Context: an optimization exercise on an open-source flow, tuned for small area. The choices shown serve that exercise and are no tape-out recipe.
Function not checked in this run: the RTL went through the layout flow alone.
The clock port is modelled as an ideal driver; clocking choices that lean on that would not hold on a real chip.

--- design/flow/config.mk ---
export PLATFORM = sky130hd
export DESIGN_NAME = relojContadorAritmeticaMuxDisp7SegTLD
export DESIGN_NICKNAME = relojContadorAritmeticaMuxDisp7SegTLD
export VERILOG_FILES = /design/flow/design.v
export SDC_FILE = /design/flow/constraint.sdc
export NUM_CORES = 4
export LEC_CHECK = 0
export CAP_MARGIN = 20
export CORE_AREA = 2.3 2.72 57.5 57.12
export DIE_AREA = 0 0 60 60
export SLEW_MARGIN = 20
--- design/flow/constraint.sdc ---
create_clock -name core_clock -period 20.0 [get_ports {clkNexys2}]
set_input_delay 4.0000 -clock core_clock [delete_from_list [all_inputs] [get_ports {clkNexys2}]]
set_output_delay 4.0000 -clock core_clock [all_outputs]
set_load 0.01 [all_outputs]
--- design/flow/design.v ---
module divisorDeReloj(
    input relojNexys2,
    input rst,
    output pulsoReloj
    );
	reg [16:0] q;
	wire ceros = ~|q[15:0];
	always @(posedge relojNexys2, posedge rst)
	begin
		if (rst)
			q <= 17'h00204;
		else
			q <= {q[15:0], q[16] ^ q[13] ^ ceros};
	end
	assign pulsoReloj = ceros & ~q[16];
endmodule
module contadorSelector(
    input clk,
    input rst,
    input frecuenciaReloj,
    output [1:0] contador
    );
	reg [1:0] j;
	always @(posedge clk, posedge rst)
	begin
		if (rst)
			j <= 2'b00;
		else if (frecuenciaReloj)
			j <= {j[0], ~j[1]};
	end
	assign contador = j;
endmodule
module display7Seg(ys__n0, ys__n1, ys__n3, ys__n5, ys__n6, ys__n9, ys__n10, ys__n12, ys__n7, ys__n18, ys__n64, ys__n65, ys__n68, ys__n73, ys__n77, ys__n79, ys__n86);
  input ys__n0;
  wire ys__n0;
  input ys__n1;
  wire ys__n1;
  input ys__n3;
  wire ys__n3;
  input ys__n5;
  wire ys__n5;
  input ys__n6;
  wire ys__n6;
  input ys__n9;
  wire ys__n9;
  input ys__n10;
  wire ys__n10;
  input ys__n12;
  wire ys__n12;
  output ys__n7;
  wire ys__n7;
  output ys__n18;
  wire ys__n18;
  output ys__n64;
  wire ys__n64;
  output ys__n65;
  wire ys__n65;
  output ys__n68;
  wire ys__n68;
  output ys__n73;
  wire ys__n73;
  output ys__n77;
  wire ys__n77;
  output ys__n79;
  wire ys__n79;
  output ys__n86;
  wire ys__n86;
  wire _000_;
  wire _001_;
  wire _002_;
  wire _003_;
  wire _004_;
  wire _005_;
  wire _006_;
  wire _007_;
  wire _008_;
  wire _009_;
  wire _010_;
  wire _011_;
  wire _012_;
  wire _013_;
  wire _014_;
  wire _015_;
  wire _016_;
  wire _017_;
  wire _018_;
  wire _019_;
  wire _020_;
  wire _021_;
  wire _022_;
  wire _023_;
  wire _024_;
  wire _025_;
  wire _026_;
  wire _027_;
  wire _028_;
  wire _029_;
  wire _030_;
  wire _031_;
  wire _032_;
  wire _033_;
  wire _034_;
  wire _035_;
  wire _036_;
  wire _037_;
  wire _038_;
  wire _039_;
  wire _040_;
  wire _041_;
  wire _042_;
  wire _043_;
  wire _044_;
  wire _045_;
  wire _046_;
  wire _047_;
  wire _048_;
  wire _049_;
  wire _050_;
  wire _051_;
  wire _052_;
  wire _053_;
  wire _054_;
  wire _055_;
  wire _056_;
  wire _057_;
  wire _058_;
  wire _059_;
  wire _060_;
  wire _061_;
  wire _062_;
  wire _063_;
  wire _064_;
  wire _065_;
  wire _066_;
  wire _067_;
  wire _068_;
  assign _047_ = 4'h2 >> { ys__n6, ys__n5 };
  assign _041_ = 4'h4 >> { ys__n1, ys__n0 };
  assign _040_ = 4'h2 >> { _041_, ys__n3 };
  assign _039_ = 4'h4 >> { _040_, ys__n7 };
  assign _038_ = 4'h2 >> { _039_, _042_ };
  assign _037_ = 4'h2 >> { ys__n10, ys__n9 };
  assign _036_ = 4'h1 >> { _037_, _045_ };
  assign _035_ = 4'h1 >> { _036_, _038_ };
  assign _034_ = 4'h4 >> { _035_, _043_ };
  assign _033_ = 4'h2 >> { ys__n10, ys__n1 };
  assign _032_ = 4'h1 >> { ys__n3, ys__n0 };
  assign ys__n65 = 4'hd >> { _047_, ys__n5 };
  assign _031_ = 4'h8 >> { _032_, _033_ };
  assign _030_ = 4'h2 >> { ys__n1, ys__n0 };
  assign _029_ = 4'h4 >> { ys__n12, ys__n5 };
  assign _028_ = 4'h1 >> { ys__n18, ys__n3 };
  assign _027_ = 4'h8 >> { _028_, _029_ };
  assign _026_ = 4'h4 >> { _027_, _030_ };
  assign _025_ = 4'h2 >> { _033_, ys__n3 };
  assign _024_ = 4'h2 >> { _025_, _029_ };
  assign _023_ = 4'h8 >> { _032_, ys__n6 };
  assign _022_ = 4'h4 >> { _023_, _024_ };
  assign ys__n7 = 4'h7 >> { ys__n65, ys__n6 };
  assign _021_ = 4'h8 >> { _040_, _045_ };
  assign _020_ = 4'h4 >> { _021_, ys__n18 };
  assign _019_ = 4'h4 >> { _045_, ys__n12 };
  assign _018_ = 4'h1 >> { _019_, _037_ };
  assign _017_ = 4'h2 >> { _018_, _039_ };
  assign _016_ = 4'h8 >> { _017_, ys__n1 };
  assign _015_ = 4'h1 >> { _016_, _020_ };
  assign _014_ = 4'h4 >> { _015_, _022_ };
  assign _013_ = 4'h8 >> { _014_, _035_ };
  assign _012_ = 4'h4 >> { _013_, _026_ };
  assign _046_ = 4'h4 >> { ys__n65, _047_ };
  assign _011_ = 4'h1 >> { _030_, _041_ };
  assign _010_ = 4'h8 >> { _011_, _012_ };
  assign _009_ = 4'h4 >> { _035_, ys__n10 };
  assign _008_ = 4'h4 >> { _009_, ys__n7 };
  assign _007_ = 4'h1 >> { _008_, _010_ };
  assign _006_ = 4'h4 >> { _007_, _031_ };
  assign _005_ = 4'h8 >> { _006_, _046_ };
  assign _004_ = 4'h8 >> { _005_, _034_ };
  assign _003_ = 4'h8 >> { _018_, ys__n6 };
  assign _002_ = 4'h8 >> { _003_, _040_ };
  assign ys__n18 = 4'hb >> { _046_, ys__n6 };
  assign _001_ = 4'h8 >> { _002_, _010_ };
  assign _000_ = 4'h2 >> { ys__n12, ys__n3 };
  assign _068_ = 4'h4 >> { _000_, _041_ };
  assign _067_ = 4'h2 >> { _068_, _046_ };
  assign _066_ = 4'h8 >> { _067_, _012_ };
  assign _065_ = 4'h1 >> { _019_, _039_ };
  assign _064_ = 4'h8 >> { _065_, _066_ };
  assign _063_ = 4'h1 >> { _064_, _001_ };
  assign _062_ = 4'h8 >> { _063_, _015_ };
  assign ys__n64 = 4'h4 >> { _062_, _004_ };
  assign _045_ = 4'h4 >> { ys__n10, ys__n9 };
  assign _061_ = 4'h1 >> { _001_, _047_ };
  assign _060_ = 4'h4 >> { _064_, _007_ };
  assign ys__n68 = 4'hd >> { _060_, _061_ };
  assign _059_ = 4'h1 >> { ys__n68, _008_ };
  assign _058_ = 4'h2 >> { _066_, _045_ };
  assign _057_ = 4'h8 >> { _058_, _013_ };
  assign ys__n73 = 4'hd >> { _057_, _059_ };
  assign _056_ = 4'h2 >> { _064_, _004_ };
  assign _055_ = 4'h4 >> { _056_, _058_ };
  assign _054_ = 4'h8 >> { ys__n73, ys__n64 };
  assign _044_ = 4'h4 >> { ys__n12, ys__n6 };
  assign ys__n77 = 4'he >> { _054_, _055_ };
  assign _053_ = 4'h1 >> { _017_, _043_ };
  assign ys__n79 = 4'hb >> { _053_, ys__n77 };
  assign _052_ = 4'h4 >> { _020_, _030_ };
  assign _051_ = 4'h4 >> { _005_, _024_ };
  assign _050_ = 4'h4 >> { _051_, ys__n79 };
  assign _049_ = 4'h4 >> { _050_, ys__n64 };
  assign _048_ = 4'h1 >> { _049_, _052_ };
  assign ys__n86 = 4'hb >> { _048_, _047_ };
  assign _043_ = 4'h8 >> { _044_, _045_ };
  assign _042_ = 4'h4 >> { ys__n6, ys__n1 };
endmodule
module relojContadorAritmeticaMuxDisp7SegTLD(
    input [3:0] numBinario,
    input [1:0] seleccionarOperacion,
    input clkNexys2,
    input Reset,
    output [3:0] leds,
    output [7:0] ledsDisplay,
    output [3:0] anodoComun
    );
	assign leds = numBinario;
	wire pulso;
	wire [1:0] selector;
	divisorDeReloj frecuenciaReloj(.relojNexys2(clkNexys2), .rst(Reset), .pulsoReloj(pulso));
	contadorSelector selectorDisplay(.clk(clkNexys2), .rst(Reset), .frecuenciaReloj(pulso), .contador(selector));
	display7Seg mostrarDigito(.x(numBinario), .op(seleccionarOperacion), .sel(selector), .an(anodoComun), .seg(ledsDisplay));
endmodule
--- design/flow/flow/run.sh ---
#!/bin/bash
# Own layout flow: the standard flow (standard.sh) with these changes:
#  - synthesis runs the standard flow's synthesis script unchanged, except that Yosys's abc call
#    uses the area-oriented ABC script in flow/area.abc instead of ORFS's speed script,
#    and Yosys does not map half/full adders to adder cells before ABC;
#  - port buffers are the smallest buffer cell (buf_1) instead of ORFS's default choice;
#  - after CTS, the clock tree's leaf buffers are removed and its root buffer, sized up,
#    drives all the flip-flops directly (flow/one_clock_buffer.tcl).
# Each tool's full output stays in this folder: *.log here, per-step logs in orfs/logs.
set -euo pipefail
here=$(pwd)
{
  echo "set ::my_abc_script $here/flow/area.abc"
  cat "$here/flow/abc_override.tcl"
  cat "$here/synth_recipe.tcl"
} > "$here/own_synth.tcl"
export BUFFER_PORTS_ARGS="-buffer_cell sky130_fd_sc_hd__buf_1"
export CTS_ARGS="-sink_clustering_enable -repair_clock_nets -dont_use_dummy_load -sink_clustering_size 30 -sink_clustering_max_diameter 300 -root_buf sky130_fd_sc_hd__clkbuf_4 -buf_list sky130_fd_sc_hd__clkbuf_4"
args=(SYNTH_SCRIPT="$here/own_synth.tcl" ADDER_MAP_FILE= SKIP_REPAIR_TIE_FANOUT=1)
bash standard.sh "${args[@]}" cts > "$here/standard_to_cts.log" 2>&1
export RESULTS_DIR="$here/orfs/results/$FLOW_PLATFORM/relojContadorAritmeticaMuxDisp7SegTLD/base"
export CLOCK_PORT=clkNexys2
export ROOT_CLOCK_BUFFER=${ROOT_CLOCK_BUFFER:-sky130_fd_sc_hd__buf_6}
openroad -no_init -exit "$here/flow/one_clock_buffer.tcl" > "$here/one_clock_buffer.log" 2>&1
bash standard.sh "${args[@]}" finish > "$here/standard_finish.log" 2>&1
--- design/flow/flow/abc_override.tcl ---
# Run Yosys's abc with our own ABC script in place of the one ORFS passes.
proc abc {args} {
  set i [lsearch -exact $args -script]
  if { $i >= 0 } {
    lset args [expr { $i + 1 }] $::my_abc_script
  }
  yosys abc {*}$args
}
--- design/flow/flow/area.abc ---
strash
dch -f
amap
topo
--- design/flow/flow/one_clock_buffer.tcl ---
# After CTS: replace the two-level clock tree (root buffer feeding leaf buffers) by the
# root buffer alone, sized up, driving every clock sink. The clock port still feeds
# only the root buffer's input.
set results $::env(RESULTS_DIR)
read_db $results/4_cts.odb
set db [ord::get_db]
set block [ord::get_db_block]
set port_net [$block findNet $::env(CLOCK_PORT)]
set root ""
foreach it [$port_net getITerms] {
  set inst [$it getInst]
  if { [string match "*clkbuf*" [[$inst getMaster] getName]] } { set root $inst }
}
if { $root == "" } { error "no root clock buffer" }
set root_net [[$root findITerm X] getNet]
foreach it [$root_net getITerms] {
  set inst [$it getInst]
  if { $inst == $root } { continue }
  if { ![string match "*clkbuf*" [[$inst getMaster] getName]] } { continue }
  set leaf_net [[$inst findITerm X] getNet]
  foreach sink [$leaf_net getITerms] {
    if { [$sink getInst] == $inst } { continue }
    $sink disconnect
    $sink connect $root_net
  }
  puts "removing leaf clock buffer [$inst getName]"
  odb::dbInst_destroy $inst
  odb::dbNet_destroy $leaf_net
}
$root swapMaster [$db findMaster $::env(ROOT_CLOCK_BUFFER)]
detailed_placement
check_placement -verbose
write_db $results/4_cts.odb
--- design/flow/standard.sh ---
#!/bin/bash
# synth_recipe.tcl (not shown) runs the flow's synth.tcl, then flattens the netlist and writes it again
# the make line also repeats each setting of config.mk as NAME=value (left out here)
make -C /OpenROAD-flow-scripts/flow DESIGN_CONFIG=/design/flow/config.mk WORK_HOME=/design/flow/orfs CLKGATE_MAP_FILE= SYNTH_SCRIPT=/design/flow/synth_recipe.tcl "${@:-finish}"
==> out/metrics.csv <==
metric,value,unit
Err,ERROR: Module `display7Seg' referenced in module `relojContadorAritmeticaMuxDisp7SegTLD' in cell `mostrarDigito' does not have a port named 'seg'.,
Halt Stage,1_1_yosys_canonicalize,
Yosys warning total,0,
status,aborted with a tool error,
